Source: an optimization exercise on an open RTL-to-GDS flow (aim: small area and a short achievable clock period). Production flows keep margins and buffers that such runs may drop. Function was checked by simulation only, so behaviour that the tests miss may differ from the original.

## run A
Design fast_float_mult, start of the top module:
module fast_float_mult(clk, rst, i_cip, i_vstart, i_vector_length, i_v0, i_v1, i_v2, i_v3,
                       i_v4, i_v5, i_v6, i_v7, i_sj, i_sk, o_busy, o_result);
Size: roughly 9,000 cells after synthesis, roughly 950 flip-flops, about 730 I/O pins, about 82,000 um2 of cells after synthesis.
export LEC_CHECK = 0
export ABC_AREA = 1
export CAP_MARGIN = 20
export CORE_MARGIN = 2
export CORE_UTILIZATION = 40
export PLACE_DENSITY = 0.6
export SLEW_MARGIN = 20
export SYNTH_HIERARCHICAL = 1
export SYNTH_MINIMUM_KEEP_SIZE = 0
create_clock -name core_clock -period 11.0 [get_ports {clk}]
standard.sh (not shown) runs the stock make flow with config.mk's settings and CLKGATE_MAP_FILE= SYNTH_SCRIPT=/design/flow/synth_recipe.tcl, a recipe that flattens the netlist after the stock synthesis.
==> flow/flow/run.sh <==
#!/bin/bash
# The standard layout (the standard.sh: unchanged synthesis and steps), with
# - plain buffers (buf_1, resized by the repair steps like any other cell) on the
#   ports instead of the delay buffers buffer_ports picks by default.
# Each ORFS step logs to orfs/logs/; make's own output goes to make.log here.
set -euo pipefail
bash standard.sh SETUP_SLACK_MARGIN=7.35 "BUFFER_PORTS_ARGS=-buffer_cell sky130_fd_sc_hd__buf_1" finish > make.log 2>&1
Edits applied to the flow inputs when going from run A to run B:
==> flow/flow/run.sh <==
#!/bin/bash
# The standard layout (the standard.sh, the same ORFS steps and scripts), with
# - ABC's area script mapping with amap (area-oriented mapper) instead of map:
#   ORFS's scripts are copied to scripts_amap/ here and only abc_area.script is
#   replaced by flow/abc_area.script (registers are mapped before ABC runs and
#   are not touched by it);
# - plain buffers (buf_1, resized by the repair steps like any other cell) on
#   the ports instead of the delay buffers buffer_ports picks by default.
# Each ORFS step logs to orfs/logs/; make's own output goes to make.log here.
set -euo pipefail
rm -rf scripts_amap
cp -r "$FLOW_HOME/scripts" scripts_amap
cp flow/abc_area.script scripts_amap/abc_area.script
bash standard.sh "SCRIPTS_DIR=$PWD/scripts_amap" SETUP_SLACK_MARGIN=7.6 \
  "BUFFER_PORTS_ARGS=-buffer_cell sky130_fd_sc_hd__buf_1" finish > make.log 2>&1
==> flow/flow/abc_area.script (new file) <==
strash
dch
amap
topo
stime -c
buffer -c
upsize -c
dnsize -c
diff --git a/flow/config.mk b/flow/config.mk
--- a/flow/config.mk
+++ b/flow/config.mk
@@ -11,2 +11,2 @@
-export CORE_UTILIZATION = 40
-export PLACE_DENSITY = 0.6
+export CORE_UTILIZATION = 55
+export PLACE_DENSITY = 0.7
==> comparison <==
- Taking run A as the reference, in run B gate count after technology mapping closely matched the old numbers, simple-gate share of the synthesized area decreased by 1.1 points relative to the old numbers, instance area at placement decreased by about 6% relative to the old numbers.
- Run B did not run to completion, as it errored out during global routing (5_1_grt).
- Summary — placement row count, run B relative to run A: lower, by 17%.
- Placer congestion estimate | run B above run A
Inputs modified between run B and run C:
diff --git a/flow/flow/run.sh b/flow/flow/run.sh
--- a/flow/flow/run.sh
+++ b/flow/flow/run.sh
@@ -14 +14 @@
-bash standard.sh "SCRIPTS_DIR=$PWD/scripts_amap" SETUP_SLACK_MARGIN=7.6 \
+bash standard.sh "SCRIPTS_DIR=$PWD/scripts_amap" SETUP_SLACK_MARGIN=7.35 \
diff --git a/flow/config.mk b/flow/config.mk
--- a/flow/config.mk
+++ b/flow/config.mk
@@ -11,2 +11,3 @@
-export CORE_UTILIZATION = 55
-export PLACE_DENSITY = 0.7
+export CORE_UTILIZATION = 40
+export CTS_BUF_LIST = sky130_fd_sc_hd__clkbuf_8
+export PLACE_DENSITY = 0.6
Notes after the runs:
Run B → run C: count of buffers from port buffering level; number of instances resized during post-cts repair dropped 299; area of placed instances now sits higher.
When run C is measured against run B, its number of setup buffers added after CTS turns out 71% lower.
Run C completed end to end with timing, DRC and antenna clean.
Comparing run B against run C, there is no change at all in average instance area after synthesis.
As far as count of cell types in the netlist goes, run C and run B are indistinguishable; the numbers are identical.
[compare] base=run B new=run C: number of synthesized flops with an enable pin flat; estimated wirelength of the detail-placed design now sits higher.
On run C: overall die width is 65 um higher than what run B gave.
Run C and run B ended up with roughly the same synthesized cell count.
For run D, these inputs were changed with respect to run C:
diff --git a/flow/flow/run.sh b/flow/flow/run.sh
--- a/flow/flow/run.sh
+++ b/flow/flow/run.sh
@@ -14 +14 @@
-bash standard.sh "SCRIPTS_DIR=$PWD/scripts_amap" SETUP_SLACK_MARGIN=7.35 \
+bash standard.sh "SCRIPTS_DIR=$PWD/scripts_amap" SETUP_SLACK_MARGIN=7.5 \
diff --git a/flow/config.mk b/flow/config.mk
--- a/flow/config.mk
+++ b/flow/config.mk
@@ -11,3 +11,2 @@
-export CORE_UTILIZATION = 40
-export CTS_BUF_LIST = sky130_fd_sc_hd__clkbuf_8
-export PLACE_DENSITY = 0.6
+export CORE_UTILIZATION = 45
+export PLACE_DENSITY = 0.62
Findings:
- Run D: PASS, flow complete, no timing, DRC or antenna violations
- Per the comparison of run D with run C, area of all placed cells without fillers now sits higher, combined global-route utilization of all metal layers grew by 5.8 points.
- Summary of the comparison: HPWL after detailed placement is higher in run D, relative to run C.
- Comparing run D and run C, the higher worst stage delay on the critical path was measured on run D.
- As of run D, die footprint had fallen by more than 10% compared to run C.
- On count of non-CTS inverters in the layout, run D and run C are neck and neck.
- Compared with run C, run D shows antenna diode count that has gone up by a few percent.
- In the reports for run D and run C, the larger clock skew belongs to run D.

## separate check: timing with driven ports
No port has a modelled driver above. Below, the same layouts with a new extraction and two added sets of constraints.
Step 1, drivers: a clkbuf_16 drives clk and a buf_2 each remaining input, both assumed.
Step 2 times the ports against the registers' clock, not the clock port: input delays grow and output delays shrink by t, the midpoint of the rising clock arrivals with the driver on.
Slacks: no drivers / after step 1 / after step 2; pairs: no drivers / after step 1.
run	t, ns	setup slack, ns	worst register clock-pin slew, ns	cell pins on the clock port's net
run A	0.901	7.198 / 7.198 / 6.518	0.08 / 0.08	1
run C	1.065	7.322 / 7.254 / 6.457	0.08 / 0.08	1
run D	0.891	7.354 / 7.354 / 6.624	0.08 / 0.08	1
After both steps every run listed still meets setup and hold. For run C, which loses most, drivers alone change the setup slack by -0.068 ns; drivers and shift together by -0.865 ns.
